This is an optimization exercise on Yosys and OpenROAD, whose aim is small area, a short achievable clock period and few clock cycles per item, not a production implementation. At most, simulation tests tie the RTL to the original design; equivalence was not proved.

==> module cordi_arch, before the edit <==
module cordi_arch
(
	input [15:0] theta,
	input bgn,
	input clk,
	input rst_b,
	output [15:0] cos,
	output fin
);
reg [15:0] x, y, z;
reg [3:0] i;
reg busy, first, last, fin_r;
reg [15:0] atan;
always @(*) begin
	case (i)
	4'd0: atan = 16'h3244;
	4'd1: atan = 16'h1dac;
	4'd2: atan = 16'h0fae;
	4'd3: atan = 16'h07f5;
	4'd4: atan = 16'h03ff;
	4'd5: atan = 16'h0200;
	4'd6: atan = 16'h0100;
	4'd7: atan = 16'h0080;
	4'd8: atan = 16'h0040;
	4'd9: atan = 16'h0020;
	4'd10: atan = 16'h0010;
	4'd11: atan = 16'h0008;
	4'd12: atan = 16'h0004;
	4'd13: atan = 16'h0002;
	4'd14: atan = 16'h0001;
	default: atan = 16'h0000;
	endcase
end
wire neg = z[15];
reg [3:0] hsx, lsx, hsy, lsy;
function [15:0] ash;
	input [15:0] v;
	input [3:0] h, l;
	reg [15:0] m;
	integer j;
	begin
		for (j = 0; j < 16; j = j + 1)
			m[j] = (h[0] & v[j]) | (h[1] & v[j+4 > 15 ? 15 : j+4]) |
			       (h[2] & v[j+8 > 15 ? 15 : j+8]) | (h[3] & v[j+12 > 15 ? 15 : j+12]);
		for (j = 0; j < 16; j = j + 1)
			ash[j] = (l[0] & m[j]) | (l[1] & m[j+1 > 15 ? 15 : j+1]) |
			         (l[2] & m[j+2 > 15 ? 15 : j+2]) | (l[3] & m[j+3 > 15 ? 15 : j+3]);
	end
endfunction
wire [3:0] in = busy ? i + 4'd1 : 4'd0;
wire [3:0] hn = 4'b0001 << in[3:2];
wire [3:0] ln = 4'b0001 << in[1:0];
always @(posedge clk) begin
	hsx <= hn; lsx <= ln;
	hsy <= ~hn; lsy <= ~ln;
end
wire [15:0] xs = ash(x, hsx, lsx);
wire [15:0] ys = ash(y, ~hsy, ~lsy);
wire [15:0] x_add = x + (ys ^ {16{~neg}}) + {15'd0, ~neg};
wire [15:0] y_add = y + (xs ^ {16{neg}}) + {15'd0, neg};
wire [15:0] z_add = z + (atan ^ {16{~neg}}) + {15'd0, ~neg};
always @(posedge clk) begin
	x <= first ? 16'h26dd : x_add;
	y <= first ? (neg ? 16'hd923 : 16'h26dd) : ((busy & ~last) ? y_add : 16'h0000);
	z <= busy ? z_add : theta;
	i <= in;
	first <= bgn & ~busy;
	last <= busy & (i == 4'd14);
end
always @(posedge clk or negedge rst_b) begin
	if (!rst_b) begin
		busy <= 1'b0;
		fin_r <= 1'b0;
	end else begin
		busy <= busy ? ~last : bgn;
		fin_r <= busy & last;
	end
end
assign cos = x;
assign fin = fin_r;
endmodule
make LEC_CHECK=0 ABC_AREA=1 CAP_MARGIN=20 CORE_MARGIN=2 CORE_UTILIZATION=40 GPL_TIMING_DRIVEN=0 SLEW_MARGIN=20 finish   # period 10.0 ns
run.sh (not shown) runs the stock make flow with config.mk's settings and CLKGATE_MAP_FILE= SYNTH_SCRIPT=/design/flow/synth_recipe.tcl, a recipe that flattens the netlist after the stock synthesis.
Testbench counts at the start, summed over its fixed seeds: cycles 36,864, items 2,048.
Edit:
==> flow/design.v (replaced) <==
module cordi_arch
(
	input [15:0] theta,
	input bgn,
	input clk,
	input rst_b,
	output [15:0] cos,
	output fin
);
reg [15:0] x, y, z;
reg [3:0] i;
reg busy, first, fin_r;
reg [15:0] atan;
always @(*) begin
	case (i)
	4'd0: atan = 16'h3244;
	4'd1: atan = 16'h1dac;
	4'd2: atan = 16'h0fae;
	4'd3: atan = 16'h07f5;
	4'd4: atan = 16'h03ff;
	4'd5: atan = 16'h0200;
	4'd6: atan = 16'h0100;
	4'd7: atan = 16'h0080;
	4'd8: atan = 16'h0040;
	4'd9: atan = 16'h0020;
	4'd10: atan = 16'h0010;
	4'd11: atan = 16'h0008;
	4'd12: atan = 16'h0004;
	4'd13: atan = 16'h0002;
	4'd14: atan = 16'h0001;
	default: atan = 16'h0000;
	endcase
end
wire neg = z[15];
wire [15:0] xs = $signed(x) >>> i;
wire [15:0] ys = $signed(y) >>> i;
wire [15:0] x_add = x + (ys ^ {16{~neg}}) + {15'd0, ~neg};
wire [15:0] y_add = y + (xs ^ {16{neg}}) + {15'd0, neg};
wire [15:0] z_add = z + (atan ^ {16{~neg}}) + {15'd0, ~neg};
always @(posedge clk) begin
	if (busy) x <= first ? 16'h26dd : x_add;
	y <= first ? (neg ? 16'hd923 : 16'h26dd) : y_add;
	z <= busy ? z_add : theta;
	i <= busy ? i + 4'd1 : 4'd0;
	first <= bgn & ~busy;
end
always @(posedge clk or negedge rst_b) begin
	if (!rst_b) begin
		busy <= 1'b0;
		fin_r <= 1'b0;
	end else begin
		busy <= busy ? (i != 4'd15) : bgn;
		fin_r <= busy & (i == 4'd15);
	end
end
assign cos = x;
assign fin = fin_r;
endmodule
Effect: Final cell count came out lower by a few percent; global-route usage climbs by 2.0 points; via count came out lower by a few percent; utilization drops by 0.30 points; worst hold slack improves by 0.062 ns; cell area drops slightly; flip-flop and latch count went down by 17; wire length went up by a few percent; first-iteration DRC count is higher by about a fifth.
Only the layout flow was run in the second run of this note; the RTL was not checked for function there.

---

Another version of the RTL of cordi_arch (not shown whole).
Size: ~1100 cells after synthesis, ~63 flip-flops, ~36 I/O pins, roughly 6600 µm² of cells after synthesis.
==> module cordi_arch, before the edit <==
module cordi_arch
(
	input [15:0] theta,
	input bgn,
	input clk,
	input rst_b,
	output [15:0] cos,
	output fin
);
reg [15:0] x, y, z;
reg busy, first, last, fin_r;
reg e1, e2;
reg xsub;
reg [3:0] hsx, lsx;
wire [3:0] ln = ~busy ? 4'b0001 : first ? 4'b1000 : {lsx[2:0], lsx[3]};
wire [3:0] hn = ~busy ? 4'b0001 : lsx[3] ? {hsx[2:0], hsx[3]} : hsx;
wire neg = z[15];
function [15:0] atan_tab;
	input [3:0] h, l;
	integer k;
	reg [15:0] a;
	begin
		atan_tab = 16'h0000;
		for (k = 3; k < 16; k = k + 1) begin
			a = (k == 3) ? 16'h07f5 : (k == 4) ? 16'h03ff : (16'h4000 >> k);
			if (h[k / 4] & l[k % 4]) atan_tab = atan_tab | a;
		end
	end
endfunction
wire [15:0] atan = first ? (e1 ? (e2 ? 16'h04ea : 16'h2446) : (e2 ? 16'h4042 : 16'h5f9e)) :
                   atan_tab(hsx, lsx);
function [15:0] ash;
	input [15:0] v;
	input [3:0] h, l;
	reg [15:0] m;
	integer j;
	begin
		for (j = 0; j < 16; j = j + 1)
			m[j] = (h[0] & v[j]) | (h[1] & v[j+4 > 15 ? 15 : j+4]) |
			       (h[2] & v[j+8 > 15 ? 15 : j+8]) | (h[3] & v[j+12 > 15 ? 15 : j+12]);
		for (j = 0; j < 16; j = j + 1)
			ash[j] = (l[0] & m[j]) | (l[1] & m[j+1 > 15 ? 15 : j+1]) |
			         (l[2] & m[j+2 > 15 ? 15 : j+2]) | (l[3] & m[j+3 > 15 ? 15 : j+3]);
	end
endfunction
wire [15:0] ysc = ash(y ^ {16{xsub}}, hsx, lsx);
wire [15:0] xsc = ash(x ^ {16{neg}}, hsx, lsx);
wire [16:0] x_sum = {x, 1'b1} + {ysc, xsub};
wire [16:0] y_sum = {y, 1'b1} + {xsc, neg};
wire [16:0] z_sum = {z, 1'b1} + {atan ^ {16{~neg}}, ~neg};
wire [15:0] x_add = x_sum[16:1];
wire [15:0] y_add = y_sum[16:1];
wire [15:0] z_add = z_sum[16:1];
wire [15:0] z_nxt = busy ? z_add : theta;
wire busy_nxt = busy ? ~last : bgn;
reg [15:0] x3, y3;
always @(*)
	case ({neg, e1 ^ neg, e2 ^ neg})
	3'b000: begin x3 = 16'd1245;  y3 = 16'd16166;   end
	3'b001: begin x3 = 16'd8705;  y3 = 16'd13680;   end
	3'b010: begin x3 = 16'd13680; y3 = 16'd8705;    end
	3'b011: begin x3 = 16'd16166; y3 = 16'd1245;    end
	3'b100: begin x3 = 16'd16168; y3 = -16'sd1244;  end
	3'b101: begin x3 = 16'd13680; y3 = -16'sd8706;  end
	3'b110: begin x3 = 16'd8705;  y3 = -16'sd13680; end
	default: begin x3 = 16'd1243; y3 = -16'sd16166; end
	endcase
function lt15;
	input [14:0] t, c;
	reg eq;
	integer k;
	begin
		lt15 = 1'b0;
		eq = 1'b1;
		for (k = 14; k >= 0; k = k - 1) begin
			lt15 = lt15 | (eq & c[k] & ~t[k]);
			eq = eq & ~(c[k] ^ t[k]);
		end
	end
endfunction
wire [14:0] t = theta[14:0];
wire n1_nxt = theta[15] ? lt15(t, 15'h4dbc) : lt15(t, 15'h3244);
wire n2_a = theta[15] ? lt15(t, 15'h3010) : lt15(t, 15'h1498);
wire n2_b = theta[15] ? lt15(t, 15'h6b68) : lt15(t, 15'h4ff0);
wire n2_nxt = n1_nxt ? n2_a : n2_b;
always @(posedge clk) begin
	x <= first ? x3 : x_add;
	y <= first ? y3 : ((busy & ~last) ? y_add : 16'h0000);
	z <= z_nxt;
	xsub <= ~z_nxt[15] & busy_nxt;
	e1 <= n1_nxt ^ theta[15];
	e2 <= n2_nxt ^ theta[15];
	hsx <= hn; lsx <= ln;
	first <= bgn & ~busy;
	last <= busy & hsx[3] & lsx[2];
end
always @(posedge clk or negedge rst_b) begin
	if (!rst_b) begin
		busy <= 1'b0;
		fin_r <= 1'b0;
	end else begin
		busy <= busy_nxt;
		fin_r <= busy & last;
	end
end
assign cos = x;
assign fin = fin_r;
endmodule
==> flow/config.mk <==
export PLATFORM = sky130hd
export DESIGN_NAME = cordi_arch
export DESIGN_NICKNAME = cordi_arch
export VERILOG_FILES = /design/flow/design.v
export SDC_FILE = /design/flow/constraint.sdc
export NUM_CORES = 4
export LEC_CHECK = 0
export ABC_AREA = 1
export CAP_MARGIN = 20
export CORE_MARGIN = 2
export CORE_UTILIZATION = 40
export CTS_BUF_LIST = sky130_fd_sc_hd__clkbuf_8
export CTS_CLUSTER_SIZE = 30
export GPL_TIMING_DRIVEN = 0
export SLEW_MARGIN = 20
export TNS_END_PERCENT = 0
==> flow/constraint.sdc <==
create_clock -name core_clock -period 10.0 [get_ports {clk}]
set_input_delay 2.0000 -clock core_clock [delete_from_list [all_inputs] [get_ports {clk}]]
set_output_delay 2.0000 -clock core_clock [all_outputs]
set_load 0.01 [all_outputs]
standard.sh (not shown) runs the stock make flow with config.mk's settings and CLKGATE_MAP_FILE= SYNTH_SCRIPT=/design/flow/synth_recipe.tcl, a recipe that flattens the netlist after the stock synthesis.
==> flow/flow/run.sh <==
#!/bin/bash
# Standard ORFS layout, with buf_2 port buffers and repair_timing aiming for a
# larger setup margin (on the worst path only: TNS_END_PERCENT 0 in config.mk).
set -euo pipefail
bash standard.sh "BUFFER_PORTS_ARGS=-buffer_cell sky130_fd_sc_hd__buf_2" SETUP_SLACK_MARGIN=6.9 finish > standard_flow.log 2>&1
Then changed:
==> flow/design.v (replaced) <==
module cordi_arch
(
	input [15:0] theta,
	input bgn,
	input clk,
	input rst_b,
	output [15:0] cos,
	output fin
);
reg [15:0] x, y, z;
reg busy, first, last, fin_r;
reg n1;
reg xsub;
reg [3:0] hsx, lsx, hsy, lsy;
wire [3:0] ln = ~busy ? 4'b0001 : first ? 4'b0100 : {lsx[2:0], lsx[3]};
wire [3:0] hn = ~busy ? 4'b0001 : lsx[3] ? {hsx[2:0], hsx[3]} : hsx;
wire neg = z[15];
function [15:0] atan_tab;
	input [3:0] h, l;
	integer k;
	reg [15:0] a;
	begin
		atan_tab = 16'h0000;
		for (k = 2; k < 16; k = k + 1) begin
			a = (k == 2) ? 16'h0fae : (k == 3) ? 16'h07f5 : (k == 4) ? 16'h03ff : (16'h4000 >> k);
			if (h[k / 4] & l[k % 4]) atan_tab = atan_tab | a;
		end
	end
endfunction
wire [15:0] atan = first ? ((neg ^ n1) ? 16'h1498 : 16'h4ff0) : atan_tab(hsx, lsx);
function [15:0] ash;
	input [15:0] v;
	input [3:0] h, l;
	reg [15:0] m;
	integer j;
	begin
		for (j = 0; j < 16; j = j + 1)
			m[j] = (h[0] & v[j]) | (h[1] & v[j+4 > 15 ? 15 : j+4]) |
			       (h[2] & v[j+8 > 15 ? 15 : j+8]) | (h[3] & v[j+12 > 15 ? 15 : j+12]);
		for (j = 0; j < 16; j = j + 1)
			ash[j] = (l[0] & m[j]) | (l[1] & m[j+1 > 15 ? 15 : j+1]) |
			         (l[2] & m[j+2 > 15 ? 15 : j+2]) | (l[3] & m[j+3 > 15 ? 15 : j+3]);
	end
endfunction
wire [15:0] ysc = ash(y ^ {16{xsub}}, hsx, lsx);
wire [15:0] xsc = ash(x ^ {16{neg}}, ~hsy, ~lsy);
wire [16:0] x_sum = {x, 1'b1} + {ysc, xsub};
wire [16:0] y_sum = {y, 1'b1} + {xsc, neg};
wire [16:0] z_sum = {z, 1'b1} + {atan ^ {16{~neg}}, ~neg};
wire [15:0] x_add = x_sum[16:1];
wire [15:0] y_add = y_sum[16:1];
wire [15:0] z_add = z_sum[16:1];
wire [15:0] z_nxt = busy ? z_add : theta;
wire busy_nxt = busy ? ~last : bgn;
wire [15:0] x2 = neg ? (n1 ? 16'd4974 : 16'd14924) : (n1 ? 16'd14923 : 16'd4975);
wire [15:0] y2 = neg ? (n1 ? -16'sd14923 : -16'sd4975) : (n1 ? 16'd4975 : 16'd14923);
function lt15;
	input [14:0] t, c;
	reg eq;
	integer k;
	begin
		lt15 = 1'b0;
		eq = 1'b1;
		for (k = 14; k >= 0; k = k - 1) begin
			lt15 = lt15 | (eq & c[k] & ~t[k]);
			eq = eq & ~(c[k] ^ t[k]);
		end
	end
endfunction
wire n1_nxt = theta[15] ? lt15(theta[14:0], 15'h4dbc) : lt15(theta[14:0], 15'h3244);
always @(posedge clk) begin
	x <= first ? x2 : x_add;
	y <= first ? y2 : ((busy & ~last) ? y_add : 16'h0000);
	z <= z_nxt;
	xsub <= ~z_nxt[15] & busy_nxt;
	n1 <= n1_nxt;
	hsx <= hn; lsx <= ln;
	hsy <= ~hn; lsy <= ~ln;
	first <= bgn & ~busy;
	last <= busy & hsx[3] & lsx[2];
end
always @(posedge clk or negedge rst_b) begin
	if (!rst_b) begin
		busy <= 1'b0;
		fin_r <= 1'b0;
	end else begin
		busy <= busy_nxt;
		fin_r <= busy & last;
	end
end
assign cos = x;
assign fin = fin_r;
endmodule
Worst setup slack improved by 0.029 ns. Clock-buffer cell count climbs by 1. Non-clock buffer count decreases by 21. Die area came out lower slightly. Routed wire length fell by roughly a tenth. Global-route usage is lower by 2.0 points. Synthesized area fell slightly. Via count went down by a little under a tenth.
Testbench counts after the change, summed over its fixed seeds: cycles 34,816, items 2,048.
The RTL of the first run of this note was laid out without a check of its function.

---

cordi_arch, a different RTL version from the one above (not shown whole).
For scale: ~1000 cells after synthesis, ~69 flip-flops, about 36 I/O pins, roughly 6400 µm² of cells after synthesis.
==> module cordi_arch, before the edit <==
module cordi_arch
(
	input [15:0] theta,
	input bgn,
	input clk,
	input rst_b,
	output [15:0] cos,
	output fin
);
reg [15:0] x, y, z;
reg busy, first, last, fin_r;
reg e1, e2, n0, n1, n2;
reg xsub, xsub_n, yneg, yneg_n;
reg [3:0] hsx, lsx;
wire [3:0] ln = (~busy | first) ? 4'b0001 : {lsx[2:0], lsx[3]};
wire [3:0] hn = (~busy | first) ? 4'b0001 : lsx[3] ? {hsx[2:0], hsx[3]} : hsx;
wire neg = z[15];
function [15:0] atan_tab;
	input [3:0] h, l;
	integer k;
	reg [15:0] a;
	begin
		atan_tab = 16'h0000;
		for (k = 3; k < 16; k = k + 1) begin
			a = (k == 3) ? 16'h07f5 : (k == 4) ? 16'h03ff : (16'h4000 >> k);
			if (h[(k - 3) / 4] & l[(k - 3) % 4]) atan_tab = atan_tab | a;
		end
	end
endfunction
wire [15:0] atan = first ? (e1 ? (e2 ? 16'h04ea : 16'h2446) : (e2 ? 16'h4042 : 16'h5f9e)) :
                   atan_tab(hsx, lsx);
function [15:0] ash;
	input [15:0] v;
	input [3:0] h, l;
	reg [15:0] m;
	integer j;
	begin
		for (j = 0; j < 16; j = j + 1)
			m[j] = (h[0] & v[j+3 > 15 ? 15 : j+3]) | (h[1] & v[j+7 > 15 ? 15 : j+7]) |
			       (h[2] & v[j+11 > 15 ? 15 : j+11]) | (h[3] & v[15]);
		for (j = 0; j < 16; j = j + 1)
			ash[j] = (l[0] & m[j]) | (l[1] & m[j+1 > 15 ? 15 : j+1]) |
			         (l[2] & m[j+2 > 15 ? 15 : j+2]) | (l[3] & m[j+3 > 15 ? 15 : j+3]);
	end
endfunction
wire [15:0] ysc = ash(y ^ {{8{~xsub_n}}, {8{xsub}}}, hsx, lsx);
wire [15:0] xsc = ash(x ^ {{8{~yneg_n}}, {8{yneg}}}, hsx, lsx);
wire ysgn = y[15] ^ ~xsub_n;
wire xsgn = x[15] ^ ~yneg_n;
wire [16:0] x_sum = {x, 1'b1} + {{4{ysgn}}, ysc[11:0], xsub};
wire [16:0] y_sum = {y, 1'b1} + {{4{xsgn}}, xsc[11:0], yneg};
wire [16:0] z_sum = {z, 1'b1} + {atan ^ {16{~neg}}, ~neg};
wire [15:0] x_add = x_sum[16:1];
wire [15:0] y_add = y_sum[16:1];
wire [15:0] z_add = z_sum[16:1];
wire [15:0] z_nxt = busy ? z_add : theta;
wire busy_nxt = busy ? ~last : bgn;
reg [15:0] x3, y3;
always @(*)
	case ({n0, n1, n2})
	3'b000: begin x3 = 16'd1245;  y3 = 16'd16166;   end
	3'b001: begin x3 = 16'd8705;  y3 = 16'd13680;   end
	3'b010: begin x3 = 16'd13680; y3 = 16'd8705;    end
	3'b011: begin x3 = 16'd16166; y3 = 16'd1245;    end
	3'b100: begin x3 = 16'd16168; y3 = -16'sd1244;  end
	3'b101: begin x3 = 16'd13680; y3 = -16'sd8706;  end
	3'b110: begin x3 = 16'd8705;  y3 = -16'sd13680; end
	default: begin x3 = 16'd1243; y3 = -16'sd16166; end
	endcase
function lt15;
	input [14:0] t, c;
	reg eq;
	integer k;
	begin
		lt15 = 1'b0;
		eq = 1'b1;
		for (k = 14; k >= 0; k = k - 1) begin
			lt15 = lt15 | (eq & c[k] & ~t[k]);
			eq = eq & ~(c[k] ^ t[k]);
		end
	end
endfunction
wire [14:0] t = theta[14:0];
wire n1_nxt = theta[15] ? lt15(t, 15'h4dbc) : lt15(t, 15'h3244);
wire n2_a = theta[15] ? lt15(t, 15'h3010) : lt15(t, 15'h1498);
wire n2_b = theta[15] ? lt15(t, 15'h6b68) : lt15(t, 15'h4ff0);
wire n2_nxt = n1_nxt ? n2_a : n2_b;
always @(posedge clk) begin
	x <= first ? x3 : x_add;
	y <= first ? y3 : ((busy & ~last) ? y_add : 16'h0000);
	z <= z_nxt;
	xsub <= ~z_nxt[15] & busy_nxt;
	xsub_n <= z_nxt[15] | ~busy_nxt;
	yneg <= z_nxt[15] & busy_nxt;
	yneg_n <= ~z_nxt[15] | ~busy_nxt;
	e1 <= n1_nxt ^ theta[15];
	e2 <= n2_nxt ^ theta[15];
	n0 <= theta[15];
	n1 <= n1_nxt;
	n2 <= n2_nxt;
	hsx <= hn; lsx <= ln;
	first <= bgn & ~busy;
	last <= busy & hsx[2] & lsx[3];
end
always @(posedge clk or negedge rst_b) begin
	if (!rst_b) begin
		busy <= 1'b0;
		fin_r <= 1'b0;
	end else begin
		busy <= busy_nxt;
		fin_r <= busy & last;
	end
end
assign cos = x;
assign fin = fin_r;
endmodule
==> flow/config.mk <==
export PLATFORM = sky130hd
export DESIGN_NAME = cordi_arch
export DESIGN_NICKNAME = cordi_arch
export VERILOG_FILES = /design/flow/design.v
export SDC_FILE = /design/flow/constraint.sdc
export NUM_CORES = 4
export LEC_CHECK = 0
export ABC_AREA = 1
export CAP_MARGIN = 20
export CORE_MARGIN = 2
export CORE_UTILIZATION = 40
export CTS_BUF_LIST = sky130_fd_sc_hd__clkbuf_8
export CTS_CLUSTER_SIZE = 30
export GPL_TIMING_DRIVEN = 0
export SLEW_MARGIN = 20
export TNS_END_PERCENT = 0
==> flow/constraint.sdc <==
create_clock -name core_clock -period 10.0 [get_ports {clk}]
set_input_delay 2.0000 -clock core_clock [delete_from_list [all_inputs] [get_ports {clk}]]
set_output_delay 2.0000 -clock core_clock [all_outputs]
set_load 0.01 [all_outputs]
Scripts as last shown in full above: flow/flow/run.sh
==> next run, changes <==
==> flow/design.v (replaced) <==
module cordi_arch
(
	input [15:0] theta,
	input bgn,
	input clk,
	input rst_b,
	output [15:0] cos,
	output fin
);
reg [15:0] x, y, z;
reg busy, first, last, fin_r;
reg e1, e2;
reg xsub;
reg [3:0] hsx, lsx, hsy, lsy;
wire [3:0] ln = ~busy ? 4'b0001 : first ? 4'b1000 : {lsx[2:0], lsx[3]};
wire [3:0] hn = ~busy ? 4'b0001 : lsx[3] ? {hsx[2:0], hsx[3]} : hsx;
wire neg = z[15];
function [15:0] atan_tab;
	input [3:0] h, l;
	integer k;
	reg [15:0] a;
	begin
		atan_tab = 16'h0000;
		for (k = 3; k < 16; k = k + 1) begin
			a = (k == 3) ? 16'h07f5 : (k == 4) ? 16'h03ff : (16'h4000 >> k);
			if (h[k / 4] & l[k % 4]) atan_tab = atan_tab | a;
		end
	end
endfunction
wire [15:0] atan = first ? (e1 ? (e2 ? 16'h04ea : 16'h2446) : (e2 ? 16'h4042 : 16'h5f9e)) :
                   atan_tab(hsx, lsx);
function [15:0] ash;
	input [15:0] v;
	input [3:0] h, l;
	reg [15:0] m;
	integer j;
	begin
		for (j = 0; j < 16; j = j + 1)
			m[j] = (h[0] & v[j]) | (h[1] & v[j+4 > 15 ? 15 : j+4]) |
			       (h[2] & v[j+8 > 15 ? 15 : j+8]) | (h[3] & v[j+12 > 15 ? 15 : j+12]);
		for (j = 0; j < 16; j = j + 1)
			ash[j] = (l[0] & m[j]) | (l[1] & m[j+1 > 15 ? 15 : j+1]) |
			         (l[2] & m[j+2 > 15 ? 15 : j+2]) | (l[3] & m[j+3 > 15 ? 15 : j+3]);
	end
endfunction
wire [15:0] ysc = ash(y ^ {16{xsub}}, hsx, lsx);
wire [15:0] xsc = ash(x ^ {16{neg}}, ~hsy, ~lsy);
wire [16:0] x_sum = {x, 1'b1} + {ysc, xsub};
wire [16:0] y_sum = {y, 1'b1} + {xsc, neg};
wire [16:0] z_sum = {z, 1'b1} + {atan ^ {16{~neg}}, ~neg};
wire [15:0] x_add = x_sum[16:1];
wire [15:0] y_add = y_sum[16:1];
wire [15:0] z_add = z_sum[16:1];
wire [15:0] z_nxt = busy ? z_add : theta;
wire busy_nxt = busy ? ~last : bgn;
reg [15:0] x3, y3;
always @(*)
	case ({neg, e1 ^ neg, e2 ^ neg})
	3'b000: begin x3 = 16'd1245;  y3 = 16'd16166;   end
	3'b001: begin x3 = 16'd8705;  y3 = 16'd13680;   end
	3'b010: begin x3 = 16'd13680; y3 = 16'd8705;    end
	3'b011: begin x3 = 16'd16166; y3 = 16'd1245;    end
	3'b100: begin x3 = 16'd16168; y3 = -16'sd1244;  end
	3'b101: begin x3 = 16'd13680; y3 = -16'sd8706;  end
	3'b110: begin x3 = 16'd8705;  y3 = -16'sd13680; end
	default: begin x3 = 16'd1243; y3 = -16'sd16166; end
	endcase
function lt15;
	input [14:0] t, c;
	reg eq;
	integer k;
	begin
		lt15 = 1'b0;
		eq = 1'b1;
		for (k = 14; k >= 0; k = k - 1) begin
			lt15 = lt15 | (eq & c[k] & ~t[k]);
			eq = eq & ~(c[k] ^ t[k]);
		end
	end
endfunction
wire [14:0] t = theta[14:0];
wire n1_nxt = theta[15] ? lt15(t, 15'h4dbc) : lt15(t, 15'h3244);
wire n2_a = theta[15] ? lt15(t, 15'h3010) : lt15(t, 15'h1498);
wire n2_b = theta[15] ? lt15(t, 15'h6b68) : lt15(t, 15'h4ff0);
wire n2_nxt = n1_nxt ? n2_a : n2_b;
always @(posedge clk) begin
	x <= first ? x3 : x_add;
	y <= first ? y3 : ((busy & ~last) ? y_add : 16'h0000);
	z <= z_nxt;
	xsub <= ~z_nxt[15] & busy_nxt;
	e1 <= n1_nxt ^ theta[15];
	e2 <= n2_nxt ^ theta[15];
	hsx <= hn; lsx <= ln;
	hsy <= ~hn; lsy <= ~ln;
	first <= bgn & ~busy;
	last <= busy & hsx[3] & lsx[2];
end
always @(posedge clk or negedge rst_b) begin
	if (!rst_b) begin
		busy <= 1'b0;
		fin_r <= 1'b0;
	end else begin
		busy <= busy_nxt;
		fin_r <= busy & last;
	end
end
assign cos = x;
assign fin = fin_r;
endmodule
=> The changed run produced a clean layout. Design area grows by 4.9%. Routed wire length grows by 9.5%. Count of clock-buffer cells in the layout does not change. Area after synthesis grows by 6.2%. Critical path depth grows by 16. Die area grows by 6.0%. Worst setup slack loses 110 ps.
No functional check of the RTL was part of any run of this note.

==> static timing again, ports no longer ideal <==
The results above use ideal ports. As a check the final layouts listed here were re-extracted and re-timed, cells and wires unchanged. Step 1 sets driving cells, clkbuf_16 on the clock port and buf_2 on the other inputs (assumed; they add their load-dependent delay and slew). Step 2 adds t to the input delays and takes it off the output delays; t is the mean of the earliest and latest rising clock arrival at the registers after step 1. Input paths then give back, and output paths get back, about the clock's delay inside the block. a / b / c = no drivers / after step 1 / after step 2; a / b = the first two.
| run | shift t [ns] | setup WS [ns] | hold WS [ns] | clock arrival spread, ns |
|---|---|---|---|---|
| the first run of note 1 | 0.391 | 6.241 / 6.241 / 6.241 | 0.439 / 0.439 / 0.439 | 0.011 / 0.011 |
| the second run of note 1 | 0.389 | 6.177 / 6.177 / 6.177 | 0.501 / 0.501 / 0.501 | 0.015 / 0.015 |
| the first run of note 2 | 0.405 | 6.903 / 6.903 / 6.853 | 0.484 / 0.484 / 0.484 | 0.010 / 0.010 |
| the second run of note 2 | 0.400 | 6.931 / 6.893 / 6.951 | 0.468 / 0.468 / 0.468 | 0.010 / 0.010 |
| the first run of note 3 | 0.416 | 6.992 / 6.951 / 6.763 | 0.486 / 0.486 / 0.486 | 0.012 / 0.012 |
| the second run of note 3 | 0.405 | 6.883 / 6.883 / 6.874 | 0.452 / 0.452 / 0.452 | 0.017 / 0.017 |
After both steps every run listed still meets setup and hold. The setup slack of the first run of note 3, which loses most, moves by -0.041 ns with the drivers and by -0.229 ns with both steps.
